This design comes from an exercise in tuning for small area on the open sky130 flow, not from production work. Function was checked by simulation only, so behaviour that the tests miss may differ from the original. No activity file was given, so power comes from the tool's default toggle rates.

==> umber: inputs <==
==> flow/design.v <==
module my_fifo #(
                   parameter DATA_W           = 128      ,         
                   parameter DEPTH            = 5      ,         
                   parameter UPP_TH           = 4      ,         
                   parameter LOW_TH           = 2                
                )
                (
                   input                   clk         ,         
                   input                   rstn        ,         
                   input                   i_wren      ,         
                   input  [DATA_W - 1 : 0] i_wrdata    ,         
                   output                  o_alm_full  ,         
                   output                  o_full      ,         
                   input                   i_rden      ,         
                   output [DATA_W - 1 : 0] o_rddata    ,         
                   output                  o_alm_empty ,         
                   output                  o_empty               
                );
logic [DATA_W - 1        : 0] data_rg [DEPTH] ;         
logic [$clog2(DEPTH) - 1 : 0] wrptr_rg        ;         
logic [$clog2(DEPTH) - 1 : 0] rdptr_rg        ;         
logic [$clog2(DEPTH)     : 0] dcount_rg       ;         
logic                         wren_s          ;         
logic                         rden_s          ;         
logic                         full_s          ;         
logic                         empty_s         ;         
always @ (posedge clk) begin
   if (!rstn) begin      
      for (int i = 0; i < DEPTH; i++) data_rg[i] <= '0 ;
      wrptr_rg  <= 0              ;
      rdptr_rg  <= 0              ;      
      dcount_rg <= 0              ;
   end
   else begin   
      if (wren_s) begin                          
         data_rg [wrptr_rg] <= i_wrdata ;         
         if (wrptr_rg == DEPTH - 1) begin
            wrptr_rg <= 0               ;         
         end
         else begin
            wrptr_rg <= wrptr_rg + 1    ;         
         end
      end
      if (rden_s) begin         
         if (rdptr_rg == DEPTH - 1) begin
            rdptr_rg <= 0               ;         
         end
         else begin
            rdptr_rg <= rdptr_rg + 1    ;         
         end
      end
      if (wren_s && !rden_s) begin                
         dcount_rg <= dcount_rg + 1 ;
      end                    
      else if (!wren_s && rden_s) begin           
         dcount_rg <= dcount_rg - 1 ;         
      end
   end
end
assign full_s      = (dcount_rg == DEPTH) ? 1'b1 : 0                ; 
assign empty_s     = (dcount_rg == 0    ) ? 1'b1 : 0                ;
assign wren_s      = i_wren & !full_s                               ;  
assign rden_s      = i_rden & !empty_s                              ;
assign o_full      = full_s                           ;
assign o_empty     = empty_s                                        ;
assign o_alm_full  = ((dcount_rg > UPP_TH) ? 1'b1 : 0)              ;
assign o_alm_empty = (dcount_rg < LOW_TH) ? 1'b1 : 0                ;  
assign o_rddata    = data_rg [rdptr_rg]                             ;   
endmodule
==> flow/run.sh <==
#!/bin/bash
# synth_recipe.tcl (not shown) runs the flow's synth.tcl, then flattens the netlist and writes it again
# the make line also repeats each setting of config.mk as NAME=value (left out here)
make -C /OpenROAD-flow-scripts/flow DESIGN_CONFIG=/design/flow/config.mk WORK_HOME=/design/flow/orfs CLKGATE_MAP_FILE= SYNTH_SCRIPT=/design/flow/synth_recipe.tcl finish
==> flow/config.mk <==
export PLATFORM = sky130hd
export DESIGN_NAME = my_fifo
export DESIGN_NICKNAME = my_fifo
export VERILOG_FILES = /design/flow/design.v
export SDC_FILE = /design/flow/constraint.sdc
export NUM_CORES = 4
export LEC_CHECK = 0
export CAP_MARGIN = 20
export CORE_MARGIN = 2
export CORE_UTILIZATION = 40
export SLEW_MARGIN = 20
==> flow/constraint.sdc <==
create_clock -name core_clock -period 5.0 [get_ports {clk}]
set_input_delay 1.0000 -clock core_clock [delete_from_list [all_inputs] [get_ports {clk}]]
set_output_delay 1.0000 -clock core_clock [all_outputs]
set_load 0.01 [all_outputs]
==> inputs of pepper, as changes to umber <==
==> flow/design.v, changed modules only <==
module my_fifo #(
                   parameter DATA_W           = 128      ,         
                   parameter DEPTH            = 5      ,         
                   parameter UPP_TH           = 4      ,         
                   parameter LOW_TH           = 2                
                )
                (
                   input                   clk         ,         
                   input                   rstn        ,         
                   input                   i_wren      ,         
                   input  [DATA_W - 1 : 0] i_wrdata    ,         
                   output                  o_alm_full  ,         
                   output                  o_full      ,         
                   input                   i_rden      ,         
                   output [DATA_W - 1 : 0] o_rddata    ,         
                   output                  o_alm_empty ,         
                   output                  o_empty               
                );
localparam SLOTS = DEPTH - 1;
logic [DATA_W - 1 : 0] head_rg        ;         
logic [DATA_W - 1 : 0] slot_rg [SLOTS];         
logic [1:0] wrptr_rg, rdptr_rg;                
logic [SLOTS-1:0] wr_oh_s, rd_oh_s;
assign wr_oh_s = {wrptr_rg[1] & wrptr_rg[0], wrptr_rg[1] & !wrptr_rg[0],
                  !wrptr_rg[1] & wrptr_rg[0], !(wrptr_rg[1] | wrptr_rg[0])};
assign rd_oh_s = {rdptr_rg[1] & rdptr_rg[0], rdptr_rg[1] & !rdptr_rg[0],
                  !rdptr_rg[1] & rdptr_rg[0], !(rdptr_rg[1] | rdptr_rg[0])};
logic wren_s, rden_s, full_s, empty_s, one_s, many_s;
logic [DEPTH:1] cnt_th_rg;                      
assign full_s  = cnt_th_rg[DEPTH];
assign empty_s = !cnt_th_rg[1];
assign one_s   = cnt_th_rg[1] & !cnt_th_rg[2];
assign many_s  = !empty_s && !one_s;            
assign wren_s  = i_wren & !full_s;
assign rden_s  = i_rden & !empty_s;
logic              head_wr_s, head_hold_s;
logic [SLOTS-1:0]  head_slot_s;
assign head_wr_s   = empty_s | (one_s & i_rden);
assign head_hold_s = !empty_s & !i_rden;
assign head_slot_s = {SLOTS{many_s & i_rden}} & rd_oh_s;
logic [SLOTS-1:0] slot_en_s;
assign slot_en_s = wr_oh_s & {SLOTS{!full_s}};
logic [DATA_W - 1 : 0] head_nx_s, head_a_n, head_b_n;
my_fifo_sel3n #(.W(DATA_W)) u_head_sel_a (
   .s ({head_slot_s[0], head_wr_s, head_hold_s}),
   .d0 (head_rg), .d1 (i_wrdata), .d2 (slot_rg[0]), .o_n (head_a_n)
);
my_fifo_sel3n #(.W(DATA_W)) u_head_sel_b (
   .s (head_slot_s[3:1]),
   .d0 (slot_rg[1]), .d1 (slot_rg[2]), .d2 (slot_rg[3]), .o_n (head_b_n)
);
assign head_nx_s = ~(head_a_n & head_b_n);
always @ (posedge clk) head_rg <= head_nx_s;
always @ (posedge clk) begin
   for (int i = 0; i < SLOTS; i++)
      if (slot_en_s[i]) slot_rg[i] <= i_wrdata;
end
assign o_rddata = head_rg;
logic slot_wr_s, slot_rd_s;
assign slot_wr_s = wren_s & (many_s | (one_s & !i_rden));
assign slot_rd_s = i_rden & many_s;
always @ (posedge clk) begin
   if (!rstn) begin
      wrptr_rg  <= 0;
      rdptr_rg  <= 0;
      cnt_th_rg <= 0;
   end
   else begin
      if (slot_wr_s) wrptr_rg <= {wrptr_rg[0], !wrptr_rg[1]};
      if (slot_rd_s) rdptr_rg <= {rdptr_rg[0], !rdptr_rg[1]};
      if (wren_s && !rden_s)      cnt_th_rg <= {cnt_th_rg[DEPTH-1:1], 1'b1};
      else if (!wren_s && rden_s) cnt_th_rg <= {1'b0, cnt_th_rg[DEPTH:2]};
   end
end
assign o_full      = full_s;
assign o_empty     = empty_s;
assign o_alm_full  = full_s;
assign o_alm_empty = empty_s | one_s;
endmodule
module my_fifo_sel3n #(parameter W = 1) (
   input  [2:0]     s,
   input  [W - 1:0] d0, d1, d2,
   output [W - 1:0] o_n
);
assign o_n = ~(({W{s[0]}} & d0) | ({W{s[1]}} & d1) | ({W{s[2]}} & d2));
endmodule
==> flow/flow/run.sh (new file) <==
#!/bin/bash
# Standard ORFS layout with two changes that only save cell area:
#  - port buffers use the smallest buffer (buf_1) instead of the flow's default pick;
#  - CTS uses clkbuf_8 in clusters of up to 16 registers and no dummy loads.
set -euo pipefail
cd "$(dirname "$0")/.."
export BUFFER_PORTS_ARGS="-buffer_cell sky130_fd_sc_hd__buf_1"
export CTS_ARGS="-sink_clustering_enable -repair_clock_nets -dont_use_dummy_load -sink_clustering_size 16 -sink_clustering_max_diameter 60 -buf_list sky130_fd_sc_hd__clkbuf_8"
bash standard.sh finish > standard_flow.log 2>&1
==> flow/standard.sh (new file) <==
#!/bin/bash
# synth_recipe.tcl (not shown) runs the flow's synth.tcl, then flattens the netlist and writes it again
# the make line also repeats each setting of config.mk as NAME=value (left out here)
make -C /OpenROAD-flow-scripts/flow DESIGN_CONFIG=/design/flow/config.mk WORK_HOME=/design/flow/orfs CLKGATE_MAP_FILE= SYNTH_SCRIPT=/design/flow/synth_recipe.tcl "${@:-finish}"
- CORE_UTILIZATION: 40 -> 75
- SYNTH_HIERARCHICAL: not set -> 1
removed: flow/run.sh
==> inputs of harbor, as changes to umber <==
==> flow/design.v, changed modules only <==
module my_fifo #(
                   parameter DATA_W           = 128      ,         
                   parameter DEPTH            = 5      ,         
                   parameter UPP_TH           = 4      ,         
                   parameter LOW_TH           = 2                
                )
                (
                   input                   clk         ,         
                   input                   rstn        ,         
                   input                   i_wren      ,         
                   input  [DATA_W - 1 : 0] i_wrdata    ,         
                   output                  o_alm_full  ,         
                   output                  o_full      ,         
                   input                   i_rden      ,         
                   output [DATA_W - 1 : 0] o_rddata    ,         
                   output                  o_alm_empty ,         
                   output                  o_empty               
                );
logic [DATA_W - 1 : 0] data_rg [DEPTH] ;         
logic [DEPTH - 1  : 0] wrptr_rg        ;         
logic [DEPTH - 1  : 0] rdptr_rg        ;         
logic [$clog2(DEPTH) : 0] dcount_rg    ;         
logic wren_s, rden_s, full_s, empty_s;
assign full_s  = (dcount_rg == DEPTH);
assign empty_s = (dcount_rg == 0);
assign wren_s  = i_wren & !full_s;
assign rden_s  = i_rden & !empty_s;
always @ (posedge clk) begin
   for (int i = 0; i < DEPTH; i++)
      if (wren_s && wrptr_rg[i]) data_rg[i] <= i_wrdata;
end
always @ (posedge clk) begin
   if (!rstn) begin
      wrptr_rg  <= 1;
      rdptr_rg  <= 1;
      dcount_rg <= 0;
   end
   else begin
      if (wren_s) wrptr_rg <= {wrptr_rg[DEPTH-2:0], wrptr_rg[DEPTH-1]};
      if (rden_s) rdptr_rg <= {rdptr_rg[DEPTH-2:0], rdptr_rg[DEPTH-1]};
      if (wren_s && !rden_s)      dcount_rg <= dcount_rg + 1;
      else if (!wren_s && rden_s) dcount_rg <= dcount_rg - 1;
   end
end
assign o_full      = full_s;
assign o_empty     = empty_s;
assign o_alm_full  = (dcount_rg > UPP_TH);
assign o_alm_empty = (dcount_rg < LOW_TH);
logic [DATA_W - 1 : 0] rddata_s;
always_comb begin
   rddata_s = '0;
   for (int i = 0; i < DEPTH; i++)
      rddata_s = rddata_s | (data_rg[i] & {DATA_W{rdptr_rg[i]}});
end
assign o_rddata = rddata_s;
endmodule
==> qor summary <==
Proportion of power drawn by the clock network: harbor 34.8%; umber 35.4%; pepper 25.4%
Worst Setup EP: harbor o_rddata[34]; umber o_rddata[14]; pepper head_rg[38]
Routed length per placed instance: harbor 23.4 um; umber 25.5 um; pepper 25.9 um
Worst setup timing slack at the placement stage: harbor 1.52 ns; umber 1.27 ns; pepper 1.89 ns
Global-route met2 utilization: harbor 28.5%; umber 32.5%; pepper 47.3%
Clock-cell share of area: harbor 7.28%; umber 6.81%; pepper 2.65%
Final clock period utilization by the worst path: harbor 79.8%; umber 86.2%; pepper 51.9%
Number of enable flip-flop cells after synthesis: harbor 640; umber 1,024; pepper 512
Part of the Yosys area used for sequential elements: harbor 85.0%; umber 71.8%; pepper 81.5%
Vias/cell: harbor 5.48; umber 5.41; pepper 7.00
Maximum fanout along the worst path: harbor 73; umber 30; pepper 70
Pin count of the biggest net entering global routing: harbor 130; umber 129; pepper 129
Required time at the endpoint of the critical path: harbor 4.00 ns; umber 4.00 ns; pepper 5.50 ns
# clock sinks: harbor 654; umber 1,037; pepper 649
Proportion of cell area occupied by multi-input gates: harbor 11.0%; umber 22.2%; pepper 14.3%
Share of the synthesized area in the top cell type: harbor 83.7%; umber 71.2%; pepper 69.1%
Met3 Usage GRT: harbor 4.08%; umber 3.41%; pepper 5.84%
Status: harbor finished clean; umber finished clean; pepper finished clean
Total area of multi-input combinational cells: harbor 3130 um^2; umber 11,300 um^2; pepper 3400 um^2
Destination of the worst register-to-register timing path: harbor data_rg[2][79]; umber data_rg[4][53]; pepper head_rg[38]
Worst-case setup margin in the final layout: harbor 1.01 ns; umber 0.691 ns; pepper 2.40 ns

[port drivers added, routing unchanged]
No port has a modelled driver above. Below, the same layouts with a new extraction and two added sets of constraints.
Step 1 (the two cells are an assumption about what drives the block):
set clk [get_ports {clk}]
set_driving_cell -lib_cell sky130_fd_sc_hd__clkbuf_16 $clk
set_driving_cell -lib_cell sky130_fd_sc_hd__buf_2 [delete_from_list [all_inputs] $clk]
Step 2 also shifts input and output timing later by t, the mid clock arrival at the registers, as if the neighbouring blocks saw the same clock.
a / b / c = ideal / step 1 / step 2; a / b = the first two.
run | t (ns) | slack for setup (ns) | worst hold slack (ns) | pins driven straight from the clock port
umber | 0.753 | 0.691 / 0.623 / 1.307 | 0.537 / 0.537 / 0.537 | 1
pepper | 0.617 | 2.404 / 2.431 / 1.814 | 0.437 / 0.437 / 0.437 | 1
harbor | 0.641 | 1.012 / 0.955 / 1.530 | 0.487 / 0.487 / 0.487 | 1
After both steps every run listed still meets setup and hold. For pepper, which loses most, drivers alone change the setup slack by +0.027 ns; drivers and shift together by -0.590 ns.
